What follows belongs to an exercise in optimizing a design on an open flow for small area; a production flow would make more cautious choices. Function was checked by simulation only, so behaviour that the tests miss may differ from the original.

## flow/design.v (module list and top-level ports; edited modules follow where they fit)
// module mini_fir_mac: 1010 lines
// module mini_fir_cpa: 18 lines
// module mini_fir_pp: 3 lines
// module mini_fir_fa: 4 lines
// module mini_fir_iha: 4 lines
// module mini_fir_xnor2: 3 lines
// module mini_fir_or2: 3 lines
// module mini_fir_dp: 37 lines
// module mini_fir_ctrl: 63 lines
// module mini_fir_hold: 3 lines
// module mini_fir_rdbit: 7 lines
// module mini_fir_aoi222: 3 lines
// module mini_fir_aoi22: 3 lines
// module mini_fir_nand3: 3 lines
// module mini_fir: 63 lines
// module mini_fir_a21oi: 3 lines
// module mini_fir_a21o: 3 lines
module mini_fir #(
    parameter NUM = 1
)(
    input        clk,
    input        rst_n,
    input  [3:0] i_addr,
    input  [7:0] i_data_wr,
    input        i_wr,
    input        i_rd,
    output [7:0] o_data_rd,
    input  [7:0] i_din,
    output reg [7:0] o_dout
);
  // ...
==> flow/flow/run.sh <==
#!/bin/bash
# The standard layout, with two changes:
# - the port buffers are the smallest buffer (sky130_fd_sc_hd__buf_1) instead
#   of ORFS's default choice;
# - clock tree synthesis adds no dummy loads to balance the tree's leaves
#   (the other CTS arguments are the ones ORFS builds from config.mk).
set -euo pipefail
bash standard.sh \
  "BUFFER_PORTS_ARGS=-buffer_cell sky130_fd_sc_hd__buf_1" \
  "CTS_ARGS=-sink_clustering_enable -repair_clock_nets -sink_clustering_max_diameter 30 -buf_list sky130_fd_sc_hd__clkbuf_8 -dont_use_dummy_load" \
  finish > standard.log 2>&1
==> flow/standard.sh <==
#!/bin/bash
# synth_recipe.tcl (not shown) runs the flow's synth.tcl, then flattens the netlist and writes it again
# the make line also repeats each setting of config.mk as NAME=value (left out here)
make -C /OpenROAD-flow-scripts/flow DESIGN_CONFIG=/design/flow/config.mk WORK_HOME=/design/flow/orfs CLKGATE_MAP_FILE= SYNTH_SCRIPT=/design/flow/synth_recipe.tcl "${@:-finish}"
==> flow/config.mk <==
export PLATFORM = sky130hd
export DESIGN_NAME = mini_fir
export DESIGN_NICKNAME = mini_fir
export VERILOG_FILES = /design/flow/design.v
export SDC_FILE = /design/flow/constraint.sdc
export NUM_CORES = 4
export LEC_CHECK = 0
export CAP_MARGIN = 20
export CORE_MARGIN = 2
export CORE_UTILIZATION = 65
export CTS_BUF_LIST = sky130_fd_sc_hd__clkbuf_8
export CTS_CLUSTER_DIAMETER = 30
export GPL_TIMING_DRIVEN = 0
export SLEW_MARGIN = 20
export SYNTH_HIERARCHICAL = 1
==> flow/constraint.sdc <==
create_clock -name core_clock -period 5.5 [get_ports {clk}]
set_input_delay 1.1000 -clock core_clock [delete_from_list [all_inputs] [get_ports {clk}]]
set_output_delay 1.1000 -clock core_clock [all_outputs]
set_load 0.01 [all_outputs]
==> results by group, run 1 <==
Status
  • Outcome: no timing/DRC/antenna violations

Floorplan
  • Core footprint: 22640 sq um
  • Height of the chip: 155.7 microns
  • TAP cells: 285
  • FP Rows: 55
  • Total Die Area: 24250 sq um

Global route
  • Total gr overflow: 0
  • Largest net degree at the start of global routing: 33
  • Vias in the first global route: 11624

Critical path
  • Maximum fanout along the worst path: 9
  • Worst path max stage delay: 0.60 ns
  • Reg2reg start: u_fir_dp.x_d[44]
  • Kind of critical path: flop to flop
  • Worst setup path endpoint: u_fir_dp.sc_n
  • Startpoint Class: flop

Min path
  • Hold path depth: 0

Timing
  • Final setup fails: 0
  • Max frequency: 185.9 MHz
  • Setup WS post-layout: 0.1194 ns
  • Slew margin rel.: 41.64%

Layout
  • Sequential cell area share: 21.30%
  • Reg area: 3369 sq um
  • Multi-input logic area: 11600 sq um
  • # fillers: ~1700
  • Buffering overhead: 1.329%
  • Most flop-heavy register: u_fir_dp.x_d
  • Multi-input combinational area share: 73.37%
  • ANT cells: 0

Routing
  • Top Layer Used: met4
  • Routed WL: ~44000 microns
  • Initial DRC count: about 1100
  • Drt first pass iters: 8

Logic synthesis
  • Post-synth top area cell: fa_1
  • Compound-gate portion of the synthesized area: 5.075%
  • Synthesized cell area: 14960 sq um

Clocking
  • Root buf cell: clkbuf_8
  • CTS tree: done
  • CTS sink count: 149

Flow run
  • Max cap viols: 0
==> run 2, diff against run 1 <==
--- a/flow/design.v
+++ b/flow/design.v
@@ -887,35 +887,35 @@
 mini_fir_fa u_fa323 (.a(fs199), .b(fs200), .c(fs268), .s(fs323), .co(fc323));
 mini_fir_fa u_fa324 (.a(fc268), .b(fc269), .c(fc270), .s(fs324), .co(fc324));
 mini_fir_fa u_fa325 (.a(fs271), .b(fs205), .c(fs272), .s(fs325), .co(fc325));
 mini_fir_fa u_fa326 (.a(fc271), .b(fc272), .c(fc273), .s(fs326), .co(fc326));
 mini_fir_fa u_fa327 (.a(fc274), .b(fs275), .c(fs210), .s(fs327), .co(fc327));
 mini_fir_fa u_fa328 (.a(fs276), .b(fs277), .c(fs278), .s(fs328), .co(fc328));
 mini_fir_fa u_fa329 (.a(fc275), .b(fc276), .c(fc277), .s(fs329), .co(fc329));
 mini_fir_fa u_fa330 (.a(fc278), .b(fs279), .c(fs280), .s(fs330), .co(fc330));
-mini_fir_fa u_ha0 (.a(fs281), .b(fs282), .c(1'b1), .s(hs0), .co(hc0));
+mini_fir_iha u_ha0 (.a(fs281), .b(fs282), .s(hs0), .co(hc0));
 mini_fir_fa u_fa331 (.a(fc279), .b(fc280), .c(fc281), .s(fs331), .co(fc331));
 mini_fir_fa u_fa332 (.a(fs283), .b(fs284), .c(fc282), .s(fs332), .co(fc332));
-mini_fir_fa u_ha1 (.a(fs285), .b(fs286), .c(1'b1), .s(hs1), .co(hc1));
+mini_fir_iha u_ha1 (.a(fs285), .b(fs286), .s(hs1), .co(hc1));
 mini_fir_fa u_fa333 (.a(fc283), .b(fc284), .c(fs287), .s(fs333), .co(fc333));
 mini_fir_fa u_fa334 (.a(fc285), .b(fc286), .c(fs288), .s(fs334), .co(fc334));
-mini_fir_fa u_ha2 (.a(fs289), .b(fs290), .c(1'b1), .s(hs2), .co(hc2));
+mini_fir_iha u_ha2 (.a(fs289), .b(fs290), .s(hs2), .co(hc2));
 mini_fir_fa u_fa335 (.a(fc287), .b(fs291), .c(fc288), .s(fs335), .co(fc335));
 mini_fir_fa u_fa336 (.a(fc289), .b(fs292), .c(fs293), .s(fs336), .co(fc336));
-mini_fir_fa u_ha3 (.a(fc290), .b(fs294), .c(1'b1), .s(hs3), .co(hc3));
+mini_fir_iha u_ha3 (.a(fc290), .b(fs294), .s(hs3), .co(hc3));
 mini_fir_fa u_fa337 (.a(fc291), .b(fs295), .c(fc292), .s(fs337), .co(fc337));
 mini_fir_fa u_fa338 (.a(fc293), .b(fs240), .c(fs296), .s(fs338), .co(fc338));
 mini_fir_fa u_fa339 (.a(fs297), .b(fc294), .c(fs298), .s(fs339), .co(fc339));
 mini_fir_fa u_fa340 (.a(fc295), .b(fc296), .c(fc297), .s(fs340), .co(fc340));
 mini_fir_fa u_fa341 (.a(fs299), .b(fs300), .c(fs301), .s(fs341), .co(fc341));
-mini_fir_fa u_ha4 (.a(fc298), .b(fs302), .c(1'b1), .s(hs4), .co(hc4));
+mini_fir_iha u_ha4 (.a(fc298), .b(fs302), .s(hs4), .co(hc4));
 mini_fir_fa u_fa342 (.a(fs303), .b(fc299), .c(fc300), .s(fs342), .co(fc342));
 mini_fir_fa u_fa343 (.a(fs304), .b(fc301), .c(fs305), .s(fs343), .co(fc343));
-mini_fir_fa u_ha5 (.a(fc302), .b(fs306), .c(1'b1), .s(hs5), .co(hc5));
+mini_fir_iha u_ha5 (.a(fc302), .b(fs306), .s(hs5), .co(hc5));
 mini_fir_fa u_fa344 (.a(fs307), .b(fc252), .c(fc303), .s(fs344), .co(fc344));
 mini_fir_fa u_fa345 (.a(fs308), .b(fs309), .c(fc304), .s(fs345), .co(fc345));
 mini_fir_fa u_fa346 (.a(fc305), .b(fs310), .c(fc306), .s(fs346), .co(fc346));
 mini_fir_fa u_fa347 (.a(fs264), .b(fs311), .c(fc307), .s(fs347), .co(fc347));
 mini_fir_fa u_fa348 (.a(fs312), .b(fs313), .c(fc308), .s(fs348), .co(fc348));
 mini_fir_fa u_fa349 (.a(fc309), .b(fs314), .c(fc310), .s(fs349), .co(fc349));
 mini_fir_fa u_fa350 (.a(fs315), .b(fs316), .c(fs317), .s(fs350), .co(fc350));
 mini_fir_fa u_fa351 (.a(fc264), .b(fc311), .c(fc312), .s(fs351), .co(fc351));
@@ -923,17 +923,17 @@
 mini_fir_fa u_fa353 (.a(fc265), .b(fc315), .c(fc316), .s(fs353), .co(fc353));
 mini_fir_fa u_fa354 (.a(p3_0_0), .b(p4_0_0), .c(p5_0_0), .s(fs354), .co(fc354));
 mini_fir_fa u_fa355 (.a(fc319), .b(fs266), .c(fs267), .s(fs355), .co(fc355));
 mini_fir_fa u_fa356 (.a(fc320), .b(fs269), .c(fc321), .s(fs356), .co(fc356));
 mini_fir_fa u_fa357 (.a(fs270), .b(fs322), .c(fs323), .s(fs357), .co(fc357));
 mini_fir_fa u_fa358 (.a(fc322), .b(fc323), .c(fs273), .s(fs358), .co(fc358));
 mini_fir_fa u_fa359 (.a(fs274), .b(fs324), .c(fs325), .s(fs359), .co(fc359));
 mini_fir_fa u_fa360 (.a(fc324), .b(fc325), .c(fs326), .s(fs360), .co(fc360));
-mini_fir_fa u_ha6 (.a(fs327), .b(fs328), .c(1'b1), .s(hs6), .co(hc6));
+mini_fir_iha u_ha6 (.a(fs327), .b(fs328), .s(hs6), .co(hc6));
 mini_fir_fa u_fa361 (.a(fc326), .b(fc327), .c(fs329), .s(fs361), .co(fc361));
 mini_fir_fa u_fa362 (.a(fc328), .b(fs330), .c(hs0), .s(fs362), .co(fc362));
 mini_fir_fa u_fa363 (.a(fc329), .b(fc330), .c(fs331), .s(fs363), .co(fc363));
 mini_fir_fa u_fa364 (.a(fs332), .b(hc0), .c(hs1), .s(fs364), .co(fc364));
 mini_fir_fa u_fa365 (.a(fc331), .b(fc332), .c(fs333), .s(fs365), .co(fc365));
 mini_fir_fa u_fa366 (.a(fs334), .b(hc1), .c(hs2), .s(fs366), .co(fc366));
 mini_fir_fa u_fa367 (.a(fc333), .b(fc334), .c(fs335), .s(fs367), .co(fc367));
 mini_fir_fa u_fa368 (.a(fs336), .b(hc2), .c(hs3), .s(fs368), .co(fc368));
@@ -963,32 +963,32 @@
 mini_fir_fa u_fa392 (.a(fc369), .b(fs371), .c(fc370), .s(fs392), .co(fc392));
 mini_fir_fa u_fa393 (.a(fc371), .b(fs373), .c(fc372), .s(fs393), .co(fc393));
 mini_fir_fa u_fa394 (.a(fs375), .b(fc373), .c(fc374), .s(fs394), .co(fc394));
 mini_fir_fa u_fa395 (.a(fs377), .b(fc375), .c(fc376), .s(fs395), .co(fc395));
 mini_fir_fa u_fa396 (.a(fs379), .b(fc377), .c(fs380), .s(fs396), .co(fc396));
 mini_fir_fa u_fa397 (.a(fs381), .b(fc379), .c(fs382), .s(fs397), .co(fc397));
 mini_fir_fa u_fa398 (.a(fc353), .b(fc381), .c(fc382), .s(fs398), .co(o_b_n[9]));
 mini_fir_fa u_fa399 (.a(p6_0_0), .b(fs319), .c(fs354), .s(fs399), .co(fc399));
-mini_fir_fa u_ha7 (.a(fs355), .b(fs383), .c(1'b1), .s(hs7), .co(hc7));
-mini_fir_fa u_ha8 (.a(fc383), .b(fs384), .c(1'b1), .s(hs8), .co(hc8));
+mini_fir_iha u_ha7 (.a(fs355), .b(fs383), .s(hs7), .co(hc7));
+mini_fir_iha u_ha8 (.a(fc383), .b(fs384), .s(hs8), .co(hc8));
 mini_fir_fa u_fa400 (.a(fc384), .b(fs359), .c(fs385), .s(fs400), .co(fc400));
 mini_fir_fa u_fa401 (.a(fc385), .b(fs386), .c(hs6), .s(fs401), .co(fc401));
 mini_fir_fa u_fa402 (.a(fc386), .b(fs387), .c(fs362), .s(fs402), .co(fc402));
 mini_fir_fa u_fa403 (.a(fc387), .b(fs364), .c(fs388), .s(fs403), .co(fc403));
 mini_fir_fa u_fa404 (.a(fc388), .b(fs389), .c(fs366), .s(fs404), .co(o_a_n[0]));
 mini_fir_fa u_fa405 (.a(fc389), .b(fs368), .c(fs390), .s(o_b_n[0]), .co(o_a_n[1]));
 mini_fir_fa u_fa406 (.a(fs370), .b(fc390), .c(fs391), .s(o_b_n[1]), .co(o_a_n[2]));
 mini_fir_fa u_fa407 (.a(fs372), .b(fc391), .c(fs392), .s(o_b_n[2]), .co(o_a_n[3]));
 mini_fir_fa u_fa408 (.a(fs374), .b(fc392), .c(fs393), .s(o_b_n[3]), .co(o_a_n[4]));
 mini_fir_fa u_fa409 (.a(fs376), .b(fc393), .c(fs394), .s(o_b_n[4]), .co(o_a_n[5]));
 mini_fir_fa u_fa410 (.a(fs378), .b(fc394), .c(fs395), .s(o_b_n[5]), .co(o_a_n[6]));
 mini_fir_fa u_fa411 (.a(fc378), .b(fs396), .c(fc395), .s(o_b_n[6]), .co(o_a_n[7]));
 mini_fir_fa u_fa412 (.a(fc380), .b(fs397), .c(fc396), .s(o_b_n[7]), .co(o_a_n[8]));
-mini_fir_fa u_ha9 (.a(fc397), .b(fs398), .c(1'b1), .s(o_b_n[8]), .co(o_a_n[9]));
+mini_fir_iha u_ha9 (.a(fc397), .b(fs398), .s(o_b_n[8]), .co(o_a_n[9]));
 assign lg0 = 1'b0;
 assign lp0 = ~fs399;
 assign lg1 = (~fc399 & ~hs7);
 assign lp1 = (~fc399 | ~hs7);
 assign lg2 = (~hc7 & ~hs8);
 assign lp2 = (~hc7 | ~hs8);
 assign lg3 = (~hc8 & ~fs400);
 assign lp3 = (~hc8 | ~fs400);
==> flow/config.mk (replaced) <==
export PLATFORM = sky130hd
export DESIGN_NAME = mini_fir
export DESIGN_NICKNAME = mini_fir
export VERILOG_FILES = /design/flow/design.v
export SDC_FILE = /design/flow/constraint.sdc
export NUM_CORES = 4
export LEC_CHECK = 0
export CAP_MARGIN = 5
export CORE_MARGIN = 2
export CORE_UTILIZATION = 65
export CTS_BUF_LIST = sky130_fd_sc_hd__clkbuf_8
export CTS_CLUSTER_DIAMETER = 30
export GPL_TIMING_DRIVEN = 0
export SLEW_MARGIN = 5
export SYNTH_HIERARCHICAL = 1
==> run 2 against run 1 <==
Clock skew shrank 0.015 ns. Critical path depth decreased by 3. Synthesized cell count increased by 0.72%. Non-clock buffer count is 2 lower. Sequential cell count unchanged. Routed wire length up 1.3%. Clock-buffer cell count stayed put. Setup slack gained 0.034 ns. Sequential share of layout area about the same. Design area down 0.82%. Critical endpoint is now u_fir_dp.sb_n[3].
==> results by group, run 2 <==
Status
  • Outcome: no timing/DRC/antenna violations

Timing
  • Final setup fails: 0 (unchanged)
  • Final Skew: just over 0.04 ns
  • RSZ-0062 raised after global routing: no
  • Slew margin rel.: 15.17% (-26 points)
  • Slew @ Worst Pin: approximately 1.3 ns
  • Setup WS post-layout: 0.1534 ns (+0.03400 ns)
  • Minimum clock period: around 5.3 ns
  • Fin crit share: around 100%
  • Endpoints failing hold: 0
  • Max frequency: 187.0 MHz (+0.64%)
  • Max-slew violations: 0

Layout
  • Fin cells: 1608
  • Most flop-heavy register: u_fir_dp.x_d
  • # fillers: 1713 (+2.1%)
  • Nets@finish: 1772
  • Regs by FF count: u_fir_dp.x_d: 56 flops, u_fir_dp.sa_n: 10 flops, u_fir_dp.sb_n: 10 flops
  • Area Overhead vs Synth: 5.203%
  • Most common cell after layout, fill and taps aside: nand2_1
  • Multi-input logic area: 11520 sq um (-0.77%)
  • Reg area: 3343 sq um (-0.78%)
  • Leading cell types in the layout, fill and taps excluded: nand2_1 (520), fa_1 (423), dfxtp_1 (77)
  • Share of post-route cells with drive strength above 1: around 3.3%
  • ANT cells: 0 (unchanged)
  • Max reg flops: 56
  • Post-layout util: 69.50%

Floorplan
  • Height of the chip: 155.5 microns (-0.18%)
  • Total Die Area: 24170 sq um (-0.35%)
  • Ports: 40
  • Core footprint: 22570 sq um (-0.30%)
  • Die width: approximately 160 microns
  • FP Rows: 55 (unchanged)
  • Initial Util: around 66%

Critical path
  • Reg2reg start: u_fir_ctrl.o_coeff_00[3]
  • Worst Path Arrival: roughly 5.7 ns
  • Startpoint Class: flop
  • Worst-path cell with the longest stage delay: dfrtp_1
  • Worst path max stage delay: 0.66 ns (+0.06 ns)
  • Maximum fanout along the worst path: 10 (+1)
  • Kind of critical path: flop to flop
  • Crit path capture type: flop
  • CP startpoint: u_fir_ctrl.o_coeff_00[3]
  • Worst path cell trace: nand2_1 -> fa_1 -> fa_1 -> fa_1 -> fa_1 -> fa_1 -> fa_1 -> fa_1 -> fa_1 -> fa_1
  • CP required: 5.81 ns
  • Cell mode on critical path: fa_1

Logic synthesis
  • Netlist cell types: 31
  • Post-synth EDFFs: 0
  • XOR/XNOR Fraction of Synth Area: 0.5874%
  • Simple-Gate Fraction of Synth Area: 14.65%
  • Post-synth ARST share: 48.32%
  • Top cell type's share of synthesized area: 56.79%
  • Ys Warns: 9
  • #FFs+latches synth: 149
  • Most common cell in the netlist: nand2_1
  • Synthesized cell area: 14910 sq um (-0.36%)
  • Largest family of logic cells by synthesized area: adder cells
  • Post-Synth Adder-Cell Area: 56.87%
  • Register area share after synthesis: between 20% and 30%
  • Compound-gate portion of the synthesized area: 5.094% (+0.018 points)
  • Synth area leaders: fa_1 (57%), nand2_1 (13%), dfrtp_1 (12%)
  • Mux contribution to synthesized area: 0%
  • Commonest cells post-synth: nand2_1 (520), fa_1 (423), dfxtp_1 (77)
  • Post-Syn Area per Cell: 11.77 sq um
  • Post-synthesis instance total: 1267
  • Post-synth top area cell: fa_1
  • Top FF cell, synth: dfxtp_1

Clocking
  • Post-CTS Hold Fix Bufs: 0
  • CTS Buffer Depth: 2
  • Clock transition at the registers of the reported paths: 0.12 ns
  • CTS tree: done
  • Post-CTS setup buffers: 0
  • Number of H-tree levels: 4
  • CTS Buf Count: 17
  • CTS sink count: 149 (unchanged)
  • Worst-Skew Late Latency: 0.45 ns
  • Root buf cell: clkbuf_8

Routing
  • Vias: 10442
  • Vias per cell: 6.494
  • WL/cell: between 20 and 30 microns
  • Post-route DRC violation count: 0
  • Drt first pass iters: 6 (-2)
  • Routed WL: 44500 microns (+1.3%)
  • Routed Antenna Nets: 0
  • Initial DRC count: 1173 (+12%)

Min path
  • Min-Delay Path Class: primary input to async pin

Global route
  • First-pass GRT wire length: 68210 microns
  • Largest net degree at the start of global routing: 41 (+24%)
  • Total gr overflow: 0 (unchanged)
  • GRT Overall Usage: about two fifths
  • Initial antenna violation count: 0
  • Vias in the first global route: 11518 (-0.91%)

Placement
  • Input/output buffers: 37
  • Pre-CTS setup slack: -0.08232 ns
  • Post-Place Cells: 1591
  • Routability Congestion: 1.012
  • DP HPWL: 34640 microns

Flow run
  • Max cap viols: 0 (unchanged)
-- run 2: changes by cell type in the layout (fill, tap and decap cells not counted), moves of 2 or more --
cell / delta
or2_1: +10
fa_1: -10
dfrtp_1: +16
buf_4: -2
xnor2_1: +10
conb_1: -10
dfxtp_2: -5
dfrtp_2: -16
dfxtp_1: +5
-- run 2: final timing paths --
path	slack, ns	end	cells after the start
worst max-delay path	0.15	u_fir_dp.sb_n[3]	10
worst min-delay path	0.45	o_dout[0]	1
worst max register to register	0.15	u_fir_dp.sb_n[3]	10
worst min register to register	0.52	u_fir_ctrl.o_fir_ctrl[6]	2
max in group asynchronous	4.33	u_fir_ctrl.o_coeff_03[0]	3
min in group core_clock	0.52	u_fir_ctrl.o_fir_ctrl[6]	2
-- run 2: layout make-up --
type / count / share of cell area (%)
timing repair buffer: 39 / 1.149
inverter: 11 / 0.2632
clock buffer: 17 / 1.492
buffer: 2 / 0.09572
multi-input combinational: 1105 / 73.41
tap: 285 / 2.273
sequential: 149 / 21.31
-- run 2: through the flow --
step | hold slack (ns) | setup TNS, ns | cell area (sq um)
2_1_floorplan | 0.4236 | 0 | 14910
4_1_cts | 0.4322 | 0 | 15680
5_1_grt | 0.4213 | 0 | 15690
3_5_place_dp | 0.4948 | -0.5168 | 15450
3_3_place_gp | 0.4884 | -0.001337 | 15410
6_report | 0.4531 | 0 | 15690
-- run 2: per-module statistics from Yosys, one instance, submodules excluded, excerpt --
module,cell area [sq um],copies in the design
mini_fir_ctrl,1800,1
mini_fir_a21oi,8.758,8
mini_fir_nand3,5.005,8
mini_fir,203.9,1
mini_fir_aoi222,10.01,16
mini_fir_xnor2,8.758,10
mini_fir_or2,6.256,10
-- run 2: logic make-up (layout without fill, tap and decap cells) --
kind of cell	after synthesis	count (layout)
xor gates and xnor gates	10	10
buffers and inverters	13	69
AOI/OAI and AO/OA	111	111
and+or+nand+nor	560	560
adders and majority gates	424	424
DFF	149	149
-- run 2: worst max-delay path, delay by kind of cell (launching register included) --
family	cells	cell delay, ns
DFF	1	0.66
adders and majority gates	9	4.39
and+or+nand+nor	1	0.15
-- run 2: per-layer routing --
layer  GRT usage, %  part of all wire (%)
met5              0                     0
met4          21.19                   6.6
met1          52.52                    35
met2          61.76                    46
met3          10.75                    12
-- run 2: what timing repair did --
| action | CTS | global route |
|---|---|---|
| gates cloned | 0 | 0 |
| resized for setup | 1 | 1 |
| endpoints found under the setup margin | 8 | 2 |
==> run 3, diff against run 2 <==
--- a/flow/config.mk
+++ b/flow/config.mk
@@ -7,3 +7,3 @@
 export LEC_CHECK = 0
-export CAP_MARGIN = 5
+export CAP_MARGIN = 20
 export CORE_MARGIN = 2
@@ -13,3 +13,4 @@
 export GPL_TIMING_DRIVEN = 0
-export SLEW_MARGIN = 5
+export PLACE_DENSITY = 0.75
+export SLEW_MARGIN = 20
 export SYNTH_HIERARCHICAL = 1
==> run 3 against run 2 <==
First-iteration DRC count shrank 4.3%. Synthesized cell count did not move. Routed wire length grew 0.50%. Register-to-register slack lost 0.04 ns. Design area about the same. Non-clock buffer count did not move. Hold slack improved by 0.048 ns.
==> results by group, run 3 <==
Timing
  • Max-slew violations: 0 (unchanged)
  • Final Skew: 0.04178 ns (+0.0006091 ns)
  • Endpoints failing hold: 0 (unchanged)
  • Max frequency: 185.6 MHz (-0.75%)
  • Slew @ Worst Pin: 0.8170 ns (-0.4457 ns)
  • Final setup fails: 0 (unchanged)
  • Slew margin rel.: 45.33% (+30 points)
  • Fin crit share: 97.95% (+0.74 points)
  • Setup_tns: 0 ns (unchanged)
  • Minimum clock period: 5.387 ns (+0.04066 ns)

Clocking
  • Clock transition at the registers of the reported paths: 0.11 ns (about the same)
  • Number of H-tree levels: 4 (unchanged)
  • Post-CTS sizing: 0 (-1)
  • CTS sink count: 149 (unchanged)
  • Root buf cell: clkbuf_8
  • CTS Buffer Depth: 2 (unchanged)
  • CTS Buf Count: 17 (unchanged)
  • Worst-Skew Late Latency: 0.47 ns (+0.02 ns)
  • CTS tree: done
  • Post-CTS setup buffers: 0 (unchanged)
  • Post-CTS Hold Fix Bufs: 0 (unchanged)

Logic synthesis
  • Top FF cell, synth: dfxtp_1
  • Post-Syn Area per Cell: 11.77 sq um (unchanged)
  • Synthesized cell area: 14910 sq um (unchanged)
  • Post-synth ARST share: 48.32% (unchanged)
  • Top cell type's share of synthesized area: 56.79% (unchanged)
  • Commonest cells post-synth: nand2_1 (520), fa_1 (423), dfxtp_1 (77)
  • Most common cell in the netlist: nand2_1
  • Synth area leaders: fa_1 (57%), nand2_1 (13%), dfrtp_1 (12%)
  • Post-synth EDFFs: 0 (unchanged)
  • Ys Warns: 9 (unchanged)
  • #FFs+latches synth: 149 (unchanged)
  • Netlist cell types: 31 (unchanged)
  • Register area share after synthesis: 22.42% (unchanged)
  • Post-synthesis instance total: 1267 (unchanged)
  • Post-synth top area cell: fa_1

Layout
  • Nets@finish: 1772 (unchanged)
  • Share of post-route cells with drive strength above 1: 3.553% (+0.23 points)
  • Area Overhead vs Synth: 5.245% (about the same)
  • Fin cells: 1609 (+0.062%)
  • Most flop-heavy register: u_fir_dp.x_d
  • Most common cell after layout, fill and taps aside: nand2_1
  • Final instance area: 15690 sq um (about the same)
  • Regs by FF count: u_fir_dp.x_d: 56 flops, u_fir_dp.sa_n: 10 flops, u_fir_dp.sb_n: 10 flops
  • Max reg flops: 56 (unchanged)
  • Post-layout util: 69.52% (about the same)
  • Leading cell types in the layout, fill and taps excluded: nand2_1 (520), fa_1 (423), dfxtp_1 (77)

Critical path
  • Top Family by Delay on Critical Path: adder cells
  • Maximum fanout along the worst path: 10 (unchanged)
  • Worst-path cell with the longest stage delay: dfrtp_1
  • Crit path capture type: flop
  • Cell mode on critical path: fa_1
  • Worst path cell trace: nand2_1 -> fa_1 -> fa_1 -> fa_1 -> fa_1 -> fa_1 -> fa_1 -> fa_1 -> fa_1 -> fa_1
  • WP buf/inv: 0 (unchanged)
  • Startpoint Class: flop
  • Worst path max stage delay: 0.70 ns (+0.04 ns)
  • Worst Path Arrival: 5.71 ns (+0.05 ns)
  • CP required: 5.82 ns (about the same)
  • Kind of critical path: flop to flop

Placement
  • Input/output buffers: 37 (unchanged)
  • DP HPWL: 34860 microns (+0.64%)
  • Placed inst area: 15450 sq um (unchanged)
  • Post-Place Cells: 1591 (unchanged)
  • Routability Congestion: 0.9887 (-2.3%)

Routing
  • Post-route DRC violation count: 0 (unchanged)
  • DR WL met2: 20890 microns (+1.2%)
  • Initial DRC count: 1122 (-4.3%)
  • Top Layer Used: met4
  • Vias: 10593 (+1.4%)
  • Drt first pass iters: 9 (+3)
  • WL/cell: 27.79 microns (+0.44%)
  • Met1 WL: 15670 microns (+0.42%)
  • Vias per cell: 6.584 (+1.4%)
  • Met3 WL: 5201 microns (-2.0%)
  • Routed WL: 44720 microns (+0.50%)
  • Routed Antenna Nets: 0 (unchanged)

Floorplan
  • FP Rows: 55 (unchanged)
  • Initial Util: 66.06% (unchanged)
  • Total Die Area: 24170 sq um (unchanged)
  • Core footprint: 22570 sq um (unchanged)
  • Height of the chip: 155.5 microns (unchanged)
  • Die width: 155.5 microns (unchanged)
  • Ports: 40 (unchanged)

Status
  • Outcome: no timing/DRC/antenna violations

Global route
  • Initial antenna violation count: 0 (unchanged)
  • Total gr overflow: 0 (unchanged)
  • Largest net degree at the start of global routing: 34 (-17%)
  • GRT Overall Usage: 40.00% (+0.13 points)
  • Vias in the first global route: 11781 (+2.3%)
  • First-pass GRT wire length: 68480 microns (+0.40%)

Flow run
  • Max cap viols: 0 (unchanged)

Min path
  • Min-Delay Path Class: primary input to async pin
==> run 3: cell type report <==
cell class | count | area, sq um
multi-input combinational | 1105 | 11520
fill | 1691 | 6879
sequential | 149 | 3346
tap | 285 | 356.6
clock buffer | 17 | 234.0
timing repair buffer | 39 | 180.2
inverter | 11 | 41.29
buffer | 2 | 15.01
antenna | 1 | 2.502
==> run 3: worst paths after layout <==
| check | from | end | slack [ns] | depth (start not counted) |
|---|---|---|---|---|
| setup / recovery | u_fir_ctrl.o_coeff_00[7] | u_fir_dp.sb_n[2] | 0.11 | 10 |
| hold / removal | rst_n | o_dout[7] | 0.50 | 1 |
| setup reg to reg | u_fir_ctrl.o_coeff_00[7] | u_fir_dp.sb_n[2] | 0.11 | 10 |
| hold reg to reg | u_fir_ctrl.o_fir_ctrl[2] | u_fir_ctrl.o_fir_ctrl[2] | 0.53 | 2 |
| max in group asynchronous | rst_n | u_fir_ctrl.o_coeff_00[1] | 4.24 | 3 |
| min in group core_clock | u_fir_ctrl.o_fir_ctrl[2] | u_fir_ctrl.o_fir_ctrl[2] | 0.53 | 2 |
==> run 3: per-layer routing <==
metal	vias up	track usage [%]
met5	-	0
met4	0	22.02
met3	212	9.443
met2	820	61.72
met1	5431	53.58
li1	4130	-
==> run 3: modules after synthesis, one instance, submodules excluded, a selection <==
module          copies in the design  flip-flops and latches  area, sq um  cells inside
mini_fir_ctrl                      1                      64         1800           103
mini_fir_mac                       1                       0        67.56            10
mini_fir_or2                      10                       0        6.256             1
mini_fir_nand3                     8                       0        5.005             1
mini_fir_pp                      448                       0        3.754             1
mini_fir                           1                       8        203.9             9
mini_fir_a21oi                     8                       0        8.758             1
==> run 3: per-stage QoR <==
stage / setup slack, ns / hold WS, ns
3_3_place_gp: 0.06224 / 0.4906
6_report: 0.1127 / 0.5007
5_1_grt: -0.001235 / 0.5094
4_1_cts: 0.007128 / 0.4969
3_5_place_dp: 0.01458 / 0.4951
2_1_floorplan: 0.5170 / 0.4236
==> run 3: logic make-up (layout without fill, tap and decap cells) <==
kind of cell             after synthesis  in the layout  synth area share [%]
flip-flops                           149            149                 22.42
XOR/XNOR                              10             10                0.5874
adder cells (fa/ha/maj)              424            424                 56.87
AO/OA/AOI/OAI                        111            111                 5.094
buffers and inverters                 13             69                0.3776
other                                  0              1                     0
AND/OR/NAND/NOR                      560            560                 14.65
==> run 3: worst reg2reg max path, stage by stage, from the launching register on <==
cell and delay, ns:
dfrtp_1 0.70, nand2_1 0.16, fa_1 0.52, fa_1 0.54, fa_1 0.55, fa_1 0.44
fa_1 0.45, fa_1 0.53, fa_1 0.42, fa_1 0.51, fa_1 0.41
==> run 4, diff against run 3 <==
--- a/flow/config.mk
+++ b/flow/config.mk
@@ -13,3 +13,2 @@
 export GPL_TIMING_DRIVEN = 0
-export PLACE_DENSITY = 0.75
 export SLEW_MARGIN = 20
==> run 4 against run 3 <==
Sequential share of layout area about the same. Fmax rose by 0.73%. Design area about the same. Clock skew is 0.0062 ns lower. First-iteration DRC count is 3.4% higher.
==> results by group, run 4 <==
Timing
  • Max frequency: 187.0 MHz (+0.73%)
  • Final Skew: 0.03555 ns (-0.006227 ns)
  • Max-slew violations: 0 (unchanged)
  • Fin crit share: 97.24% (-0.71 points)
  • RSZ-0062 raised after global routing: no
  • Minimum clock period: 5.348 ns (-0.03902 ns)
  • Worst hold margin: 0.5172 ns (+0.01652 ns)
  • Slew margin rel.: 41.43% (-3.9 points)
  • Slew @ Worst Pin: 0.8753 ns (+0.05828 ns)
  • Final setup fails: 0 (unchanged)
  • Endpoints failing hold: 0 (unchanged)
  • Setup_tns: 0 ns (unchanged)

Clocking
  • Worst-Skew Late Latency: 0.47 ns (about the same)
  • CTS sink count: 149 (unchanged)
  • Number of H-tree levels: 4 (unchanged)
  • Clock transition at the registers of the reported paths: 0.12 ns (about the same)
  • CTS tree: done
  • Post-CTS Hold Fix Bufs: 0 (unchanged)
  • CTS Buffer Depth: 2 (unchanged)
  • Root buf cell: clkbuf_8
  • CTS Buf Count: 17 (unchanged)

Logic synthesis
  • Synth area leaders: fa_1 (57%), nand2_1 (13%), dfrtp_1 (12%)
  • Post-Syn Area per Cell: 11.77 sq um (unchanged)
  • Synthesized cell area: 14910 sq um (unchanged)
  • Top FF cell, synth: dfxtp_1
  • Largest family of logic cells by synthesized area: adder cells
  • Top cell type's share of synthesized area: 56.79% (unchanged)
  • Netlist cell types: 31 (unchanged)
  • Post-synth EDFFs: 0 (unchanged)
  • Post-Synth Adder-Cell Area: 56.87% (unchanged)
  • Ys Warns: 9 (unchanged)
  • Compound-gate portion of the synthesized area: 5.094% (unchanged)
  • Post-synth top area cell: fa_1
  • Post-synth ARST share: 48.32% (unchanged)
  • Register area share after synthesis: 22.42% (unchanged)
  • #FFs+latches synth: 149 (unchanged)
  • Commonest cells post-synth: nand2_1 (520), fa_1 (423), dfxtp_1 (77)
  • Most common cell in the netlist: nand2_1
  • Post-synthesis instance total: 1267 (unchanged)
  • Mux contribution to synthesized area: 0% (unchanged)
  • Simple-Gate Fraction of Synth Area: 14.65% (unchanged)
  • XOR/XNOR Fraction of Synth Area: 0.5874% (unchanged)

Layout
  • ANT cells: 0 (-1)
  • Most flop-heavy register: u_fir_dp.x_d
  • Leading cell types in the layout, fill and taps excluded: nand2_1 (520), fa_1 (423), dfxtp_1 (77)
  • Max reg flops: 56 (unchanged)
  • Nets@finish: 1773 (+0.056%)
  • # fillers: 1720 (+1.7%)
  • Share of post-route cells with drive strength above 1: 3.399% (-0.15 points)
  • Most common cell after layout, fill and taps aside: nand2_1
  • Area Overhead vs Synth: 5.236% (about the same)
  • Regs by FF count: u_fir_dp.x_d: 56 flops, u_fir_dp.sa_n: 10 flops, u_fir_dp.sb_n: 10 flops
  • Final instance area: 15690 sq um (about the same)

Routing
  • Initial DRC count: 1160 (+3.4%)
  • DR WL met2: 20780 microns (-0.52%)
  • Routed WL: 44510 microns (-0.46%)
  • Vias: 10415 (-1.7%)
  • WL/cell: 27.67 microns (-0.46%)
  • Top Layer Used: met4
  • Met1 WL: 15660 microns (about the same)
  • Vias per cell: 6.473 (-1.7%)
  • Met3 WL: 5261 microns (+1.2%)
  • Routed Antenna Nets: 0 (unchanged)
  • Drt first pass iters: 9 (unchanged)
  • Post-route DRC violation count: 0 (unchanged)

Critical path
  • Crit path capture type: flop
  • Reg2reg start: u_fir_ctrl.o_coeff_02[2]
  • R2R cell count: 10 (unchanged)
  • R2R Setup Slk: 0.15 ns (+0.04 ns)
  • Startpoint Class: flop
  • Worst setup path endpoint: u_fir_dp.sb_n[3]
  • CP required: 5.82 ns (about the same)
  • Kind of critical path: flop to flop
  • Maximum fanout along the worst path: 10 (unchanged)
  • CP startpoint: u_fir_ctrl.o_coeff_02[2]
  • Worst Path Arrival: 5.67 ns (-0.04 ns)
  • Reg2Reg Capture Point: u_fir_dp.sb_n[3]

Global route
  • Initial antenna violation count: 0 (unchanged)
  • GRT Overall Usage: 40.16% (+0.15 points)
  • Largest net degree at the start of global routing: 30 (-12%)
  • Vias in the first global route: 11671 (-0.93%)
  • First-pass GRT wire length: 68740 microns (+0.37%)
  • Total gr overflow: 0 (unchanged)

Floorplan
  • Die width: 155.5 microns (unchanged)
  • Height of the chip: 155.5 microns (unchanged)
  • FP Rows: 55 (unchanged)
  • Initial Util: 66.06% (unchanged)
  • Total Die Area: 24170 sq um (unchanged)
  • Core footprint: 22570 sq um (unchanged)
  • Ports: 40 (unchanged)

Min path
  • Hold path depth: 2
  • Min-Delay Path Class: flop to flop

Placement
  • DP HPWL: 34780 microns (-0.25%)
  • Placed inst area: 15450 sq um (about the same)
  • Routability Congestion: 1.012 (+2.3%)
  • Input/output buffers: 37 (unchanged)

Status
  • Outcome: no timing/DRC/antenna violations

Flow run
  • Max cap viols: 0 (unchanged)
==> run 4: cell counts after synthesis <==
Identical to the previous run, type by type.
==> run 4: routing by layer <==
layer / vias to the layer above / track usage [%]
li1: 4133 / -
met1: 5346 / 52.98
met2: 744 / 61.95
met3: 192 / 10.86
met4: 0 / 21.63
met5: - / 0
==> run 4: what timing repair did <==
item / 4_1_cts / 5_1_grt
buffers inserted: 0 / 0
endpoints found under the setup margin: 8 / 2
resized for setup: 1 / 1
pin swaps: 0 / 0
==> run 4: worst min-delay path by stage <==
stage,start,to,slack [ns]
2_1_floorplan,u_fir_dp.x_d[2],u_fir_dp.x_d[10],0.42
6_report,u_fir_ctrl.o_fir_ctrl[7],u_fir_ctrl.o_fir_ctrl[7],0.52
3_5_place_dp,u_fir_ctrl.o_fir_ctrl[6],u_fir_ctrl.o_fir_ctrl[6],0.49
3_3_place_gp,u_fir_ctrl.o_fir_ctrl[3],u_fir_ctrl.o_fir_ctrl[3],0.49
5_1_grt,u_fir_dp.x_d[41],u_fir_dp.x_d[49],0.54
4_1_cts,u_fir_dp.x_d[46],u_fir_dp.x_d[54],0.52
==> run 4: modules after synthesis, one instance, submodules excluded, excerpt <==
module	area, sq um	flops+latches
mini_fir_pp	3.754	0
mini_fir_xnor2	8.758	0
mini_fir_nand3	5.005	0
mini_fir	203.9	8
mini_fir_aoi22	12.51	0
mini_fir_or2	6.256	0
mini_fir_a21oi	8.758	0
mini_fir_hold	8.758	0
mini_fir_a21o	7.507	0
mini_fir_mac	67.56	0
==> run 4: worst max-delay path, cell delays in order (launching register included) <==
cell     delay, ns
dfrtp_1       0.70
nand2_1       0.16
fa_1          0.47
fa_1          0.51
fa_1          0.48
fa_1          0.47
fa_1          0.60
fa_1          0.47
fa_1          0.43
fa_1          0.42
fa_1          0.49
==> run 4: cell families (layout without fill, tap and decap cells) <==
kind of cell	Yosys count	count (layout)
simple gates	560	560
buf+inv	13	70
fa+ha+maj	424	424
xor+xnor	10	10
flops	149	149
compound gates	111	111
==> run 4: area by class of cell <==
type	instances	area, sq um	share of cell area (%)
multi-input combinational	1105	11520	73.39
timing repair buffer	40	185.2	1.180
sequential	149	3343	21.31
clock buffer	17	234.0	1.491
buffer	2	15.01	0.09569
tap	285	356.6	2.273
inverter	11	41.29	0.2631
==> run 4: through the flow <==
stage,cells,utilization (%),worst slack (ns)
floorplan,1267,-,0.5170
global placement,1589,68.25,-0.001337
detailed placement,1592,68.46,-0.08552
CTS,1609,69.50,0.1084
global route,1609,69.52,0.03267
finish,1609,69.52,0.1517
==> module mini_fir_rdbit, before the edit <==
module mini_fir_rdbit (input [7:0] sel, input [7:0] d, output y);
wire [2:0] t_n;
mini_fir_aoi222 u_t0 (.a(sel[0]), .b(d[0]), .c(sel[1]), .d(d[1]), .e(sel[2]), .f(d[2]), .y(t_n[0]));
mini_fir_aoi222 u_t1 (.a(sel[3]), .b(d[3]), .c(sel[4]), .d(d[4]), .e(sel[5]), .f(d[5]), .y(t_n[1]));
mini_fir_aoi22 u_t2 (.a(sel[6]), .b(d[6]), .c(sel[7]), .d(d[7]), .y(t_n[2]));
mini_fir_nand3 u_or (.a(t_n[0]), .b(t_n[1]), .c(t_n[2]), .y(y));
endmodule
==> module mini_fir, before the edit <==
module mini_fir #(
    parameter NUM = 1
)(
    input        clk,
    input        rst_n,
    input  [3:0] i_addr,
    input  [7:0] i_data_wr,
    input        i_wr,
    input        i_rd,
    output [7:0] o_data_rd,
    input  [7:0] i_din,
    output reg [7:0] o_dout
);
wire [7:0] fir_ctrl;
wire [7:0] coeff_00, coeff_01, coeff_02, coeff_03, coeff_04, coeff_05, coeff_06;
wire [7:0] sum_n;
wire       ok;
mini_fir_ctrl u_fir_ctrl (
    .clk        (clk),
    .rst_n      (rst_n),
    .i_addr     (i_addr),
    .i_data_wr  (i_data_wr),
    .i_wr       (i_wr),
    .i_rd       (i_rd),
    .o_data_rd  (o_data_rd),
    .o_fir_ctrl (fir_ctrl),
    .o_coeff_00 (coeff_00),
    .o_coeff_01 (coeff_01),
    .o_coeff_02 (coeff_02),
    .o_coeff_03 (coeff_03),
    .o_coeff_04 (coeff_04),
    .o_coeff_05 (coeff_05),
    .o_coeff_06 (coeff_06)
);
mini_fir_dp u_fir_dp (
    .clk        (clk),
    .i_coeff_00 (coeff_00),
    .i_coeff_01 (coeff_01),
    .i_coeff_02 (coeff_02),
    .i_coeff_03 (coeff_03),
    .i_coeff_04 (coeff_04),
    .i_coeff_05 (coeff_05),
    .i_coeff_06 (coeff_06),
    .i_din      (i_din),
    .o_sum_n    (sum_n),
    .o_ok       (ok)
);
wire [7:0] dout_nxt, filt;
wire       en_n = ~fir_ctrl[0];
genvar b;
generate
    for (b = 0; b < 8; b = b + 1) begin : g_out
        mini_fir_a21oi u_filt (.a1(ok), .a2(sum_n[b]), .b1(en_n), .y(filt[b]));
        mini_fir_a21o  u_mux  (.a1(en_n), .a2(i_din[b]), .b1(filt[b]), .x(dout_nxt[b]));
    end
endgenerate
always @(posedge clk or negedge rst_n) begin
    if (~rst_n)
        o_dout <= 8'd0;
    else
        o_dout <= dout_nxt;
end
endmodule
==> run 5, diff against run 4 <==
--- a/flow/design.v
+++ b/flow/design.v
@@ -1149,7 +1149,8 @@
 module mini_fir_rdbit (input [7:0] sel, input [7:0] d, output y);
-wire [2:0] t_n;
+wire [1:0] t_n;
+wire       u;
 mini_fir_aoi222 u_t0 (.a(sel[0]), .b(d[0]), .c(sel[1]), .d(d[1]), .e(sel[2]), .f(d[2]), .y(t_n[0]));
 mini_fir_aoi222 u_t1 (.a(sel[3]), .b(d[3]), .c(sel[4]), .d(d[4]), .e(sel[5]), .f(d[5]), .y(t_n[1]));
-mini_fir_aoi22 u_t2 (.a(sel[6]), .b(d[6]), .c(sel[7]), .d(d[7]), .y(t_n[2]));
-mini_fir_nand3 u_or (.a(t_n[0]), .b(t_n[1]), .c(t_n[2]), .y(y));
+mini_fir_nand2 u_u (.a(t_n[0]), .b(t_n[1]), .y(u));
+mini_fir_a221o u_y (.a1(sel[6]), .a2(d[6]), .b1(sel[7]), .b2(d[7]), .c1(u), .x(y));
 endmodule
@@ -1158,7 +1159,7 @@
 endmodule
-module mini_fir_aoi22 (input a, input b, input c, input d, output y);
-assign y = ~((a & b) | (c & d));
+module mini_fir_nand2 (input a, input b, output y);
+assign y = ~(a & b);
 endmodule
-module mini_fir_nand3 (input a, input b, input c, output y);
-assign y = ~(a & b & c);
+module mini_fir_a221o (input a1, input a2, input b1, input b2, input c1, output x);
+assign x = (a1 & a2) | (b1 & b2) | c1;
 endmodule
@@ -1216,4 +1217,4 @@
     for (b = 0; b < 8; b = b + 1) begin : g_out
-        mini_fir_a21oi u_filt (.a1(ok), .a2(sum_n[b]), .b1(en_n), .y(filt[b]));
-        mini_fir_a21o  u_mux  (.a1(en_n), .a2(i_din[b]), .b1(filt[b]), .x(dout_nxt[b]));
+        mini_fir_nand2 u_filt (.a(ok), .b(sum_n[b]), .y(filt[b]));
+        mini_fir_a22o  u_mux  (.a1(fir_ctrl[0]), .a2(filt[b]), .b1(en_n), .b2(i_din[b]), .x(dout_nxt[b]));
     end
@@ -1227,7 +1228,4 @@
 endmodule
-module mini_fir_a21oi (input a1, input a2, input b1, output y);
-assign y = ~((a1 & a2) | b1);
-endmodule
-module mini_fir_a21o (input a1, input a2, input b1, output x);
-assign x = (a1 & a2) | b1;
+module mini_fir_a22o (input a1, input a2, input b1, input b2, output x);
+assign x = (a1 & a2) | (b1 & b2);
 endmodule
==> run 5 against run 4 <==
Still clean. Clock-buffer cell count unchanged. Via count about the same. Fmax down 0.79%. Final cell count about the same. Utilization about the same. Critical path depth unchanged. Die area down 0.39%. Critical endpoint is now u_fir_dp.sb_n[2].
==> results by group, run 5 <==
Clocking
  • Clock transition at the registers of the reported paths: 0.11 ns (about the same)
  • CTS tree: done
  • Post-CTS setup buffers: 0 (unchanged)
  • Post-CTS sizing: 0 (-1)
  • Root buf cell: clkbuf_8
  • Post-CTS Hold Fix Bufs: 0 (unchanged)
  • CTS sink count: 149 (unchanged)
  • CTS Buffer Depth: 2 (unchanged)
  • CTS Buf Count: 17 (unchanged)
  • Number of H-tree levels: 4 (unchanged)
  • Worst-Skew Late Latency: 0.47 ns (about the same)

Critical path
  • Crit path capture type: flop
  • R2R cell count: 10 (unchanged)
  • Reg2Reg Capture Point: u_fir_dp.sb_n[2]
  • Maximum fanout along the worst path: 10 (unchanged)
  • Kind of critical path: flop to flop
  • CP required: 5.82 ns (about the same)
  • R2R Setup Slk: 0.11 ns (-0.04 ns)
  • Reg2reg start: u_fir_ctrl.o_coeff_00[5]
  • Startpoint Class: flop
  • Worst Path Arrival: 5.71 ns (+0.04 ns)

Global route
  • GRT Overall Usage: 39.79% (-0.36 points)
  • Vias in the first global route: 11379 (-2.5%)
  • Total gr overflow: 0 (unchanged)
  • First-pass GRT wire length: 67630 microns (-1.6%)
  • Initial antenna violation count: 0 (unchanged)
  • Largest net degree at the start of global routing: 29 (-3.3%)

Placement
  • Input/output buffers: 37 (unchanged)
  • DP HPWL: 34810 microns (about the same)
  • Routability Congestion: 1.013 (+0.15%)

Logic synthesis
  • Register area share after synthesis: 22.51% (+0.091 points)
  • Post-synth top area cell: fa_1
  • Post-synthesis instance total: 1267 (unchanged)
  • Top cell type's share of synthesized area: 57.02% (+0.23 points)
  • Synthesized cell area: 14850 sq um (-0.40%)
  • Commonest cells post-synth: nand2_1 (536), fa_1 (423), dfxtp_1 (77)
  • Post-synth EDFFs: 0 (unchanged)
  • Most common cell in the netlist: nand2_1
  • Top FF cell, synth: dfxtp_1
  • Post-Syn Area per Cell: 11.72 sq um (-0.40%)
  • #FFs+latches synth: 149 (unchanged)
  • Ys Warns: 9 (unchanged)
  • Netlist cell types: 29 (-6.5%)
  • Post-synth ARST share: 48.32% (unchanged)
  • Synth area leaders: fa_1 (57%), nand2_1 (14%), dfrtp_1 (12%)

Timing
  • Setup_tns: 0 ns (unchanged)
  • Max frequency: 185.5 MHz (-0.79%)
  • Fin crit share: 98.01% (+0.77 points)
  • Slew @ Worst Pin: 0.8207 ns (-0.05454 ns)
  • Worst hold margin: 0.5005 ns (-0.01668 ns)
  • RSZ-0062 raised after global routing: no
  • Final Skew: 0.03602 ns (+0.0004690 ns)
  • Minimum clock period: 5.391 ns (+0.04240 ns)
  • Final setup fails: 0 (unchanged)
  • Endpoints failing hold: 0 (unchanged)
  • Max-slew violations: 0 (unchanged)
  • Slew margin rel.: 45.28% (+3.9 points)

Floorplan
  • Initial Util: 65.99% (about the same)
  • Height of the chip: 155.2 microns (-0.20%)
  • Total Die Area: 24070 sq um (-0.39%)
  • FP Rows: 55 (unchanged)
  • Die width: 155.2 microns (-0.20%)
  • Ports: 40 (unchanged)
  • Core footprint: 22500 sq um (-0.30%)

Routing
  • Drt first pass iters: 6 (-3)
  • Routed WL: 44540 microns (about the same)
  • Post-route DRC violation count: 0 (unchanged)
  • WL/cell: 27.70 microns (+0.13%)
  • Routed Antenna Nets: 0 (unchanged)
  • Vias per cell: 6.472 (about the same)
  • Vias: 10407 (-0.077%)
  • Initial DRC count: 1256 (+8.3%)

Status
  • Outcome: no timing/DRC/antenna violations

Layout
  • Most flop-heavy register: u_fir_dp.x_d
  • Regs by FF count: u_fir_dp.x_d: 56 flops, u_fir_dp.sa_n: 10 flops, u_fir_dp.sb_n: 10 flops
  • ANT cells: 0 (unchanged)
  • Most common cell after layout, fill and taps aside: nand2_1
  • Area Overhead vs Synth: 5.283% (about the same)
  • # fillers: 1702 (-1.0%)
  • Share of post-route cells with drive strength above 1: 2.192% (-1.2 points)
  • Max reg flops: 56 (unchanged)
  • Leading cell types in the layout, fill and taps excluded: nand2_1 (536), fa_1 (423), dfxtp_1 (77)
  • Nets@finish: 1772 (-0.056%)

Flow run
  • Max cap viols: 0 (unchanged)

Min path
  • Min-Delay Path Class: flop to flop
  • Hold path start: u_fir_ctrl.o_fir_ctrl[4]
  • WHS Endpoint: u_fir_ctrl.o_fir_ctrl[4]
  • Hold path depth: 2 (unchanged)
-- run 5: changes by cell type after synthesis, sizes merged --
cell,previous run,this run
nand2,520,536
a21o,8,0
a21oi,9,1
a22o,1,9
nand3,9,1
a221o,0,8
a22oi,8,0
-- run 5: metrics by stage --
step	utilization [%]	area (sq um)	worst slack, ns	cells
3_3_place_gp	68.20	15350	0.1858	1589
4_1_cts	69.47	15630	0.1296	1608
6_report	69.48	15640	0.1093	1608
2_1_floorplan	-	14850	0.6355	1267
5_1_grt	69.48	15640	0.03256	1608
3_5_place_dp	68.43	15400	0.1153	1591
-- run 5: Yosys stat by module, one instance, submodules excluded, a selection --
module | area, sq um | cells inside
mini_fir_ctrl | 1800 | 103
mini_fir | 203.9 | 9
mini_fir_mac | 67.56 | 10
mini_fir_fa | 20.02 | 1
mini_fir_a221o | 10.01 | 1
mini_fir_aoi222 | 10.01 | 1
mini_fir_a22o | 8.758 | 1
mini_fir_hold | 8.758 | 2
mini_fir_xnor2 | 8.758 | 1
mini_fir_or2 | 6.256 | 1
mini_fir_nand2 | 3.754 | 1
mini_fir_pp | 3.754 | 1
-- run 5: how the worst max path moves through the flow --
stage	start	end	cells past startpoint
6_report	u_fir_ctrl.o_coeff_00[5]	u_fir_dp.sb_n[2]	10
5_1_grt	u_fir_ctrl.o_coeff_00[5]	u_fir_dp.sb_n[2]	10
4_1_cts	u_fir_dp.sa_n[0]	o_dout[2]	13
3_5_place_dp	u_fir_dp.sa_n[0]	o_dout[2]	13
3_3_place_gp	u_fir_dp.sa_n[0]	o_dout[2]	13
2_1_floorplan	u_fir_dp.sa_n[0]	o_dout[0]	13
-- run 5: area by class of cell --
cell class | count | area, sq um | area share [%]
Buffer | 2 | 15.01 | 0.09603
Clock buffer | 17 | 234.0 | 1.496
Inverter | 11 | 41.29 | 0.2641
Multi-Input combinational cell | 1105 | 11460 | 73.28
Sequential cell | 149 | 3343 | 21.38
Tap cell | 285 | 356.6 | 2.281
Timing Repair Buffer | 39 | 187.7 | 1.200
-- run 5: kinds of logic after synthesis --
logic type | share of synthesized area, %
AND/OR/NAND/NOR | 14.85
adder cells (fa/ha/maj) | 57.10
flip-flops | 22.51
AO/OA/AOI/OAI | 4.575
buffers and inverters | 0.3791
XOR/XNOR | 0.5897
-- run 5: metal layers --
layer  vias to the layer above  share of wire [%]  track usage (%)
li1                       4140                  -                -
met1                      5395                 36            52.96
met2                       706                 47            61.38
met3                       166                 11            10.89
met4                         0                6.0            20.28
met5                         -                  0           0.6211
-- run 5: worst max-delay path, cell delays in order, from the launching register on --
cell	delay [ns]
dfrtp_1	0.73
nand2_1	0.16
fa_1	0.55
fa_1	0.44
fa_1	0.61
fa_1	0.47
fa_1	0.42
fa_1	0.52
fa_1	0.42
fa_1	0.50
fa_1	0.40

==> separate check: timing with driven ports <==
Ports are ideal in the flow. The routed layouts listed here were re-timed in OpenROAD.
Step 1: set_driving_cell puts a clkbuf_16 on clk and a buf_2 on each other input, an assumption about the parent block.
Step 2 adds t to the input delays and takes it off the output delays; t is the mean of the earliest and latest rising clock arrival at the registers after step 1. Input paths then give back, and output paths get back, about the clock's delay inside the block.
Slacks: no drivers / after step 1 / after step 2; pairs: no drivers / after step 1.
run	t, ns	slack for setup (ns)	hold slack, ns	worst data-port slew with drivers (ns)
run 1	0.490	0.119 / 0.119 / 0.119	0.469 / 0.469 / 0.469	0.03
run 2	0.491	0.153 / 0.153 / 0.153	0.453 / 0.430 / 0.517	0.03
run 3	0.499	0.113 / 0.113 / 0.113	0.501 / 0.473 / 0.528	0.03
run 4	0.495	0.152 / 0.152 / 0.152	0.517 / 0.517 / 0.517	0.03
run 5	0.493	0.109 / 0.109 / 0.109	0.501 / 0.501 / 0.501	0.03
After both steps setup and hold are still met in every run listed.
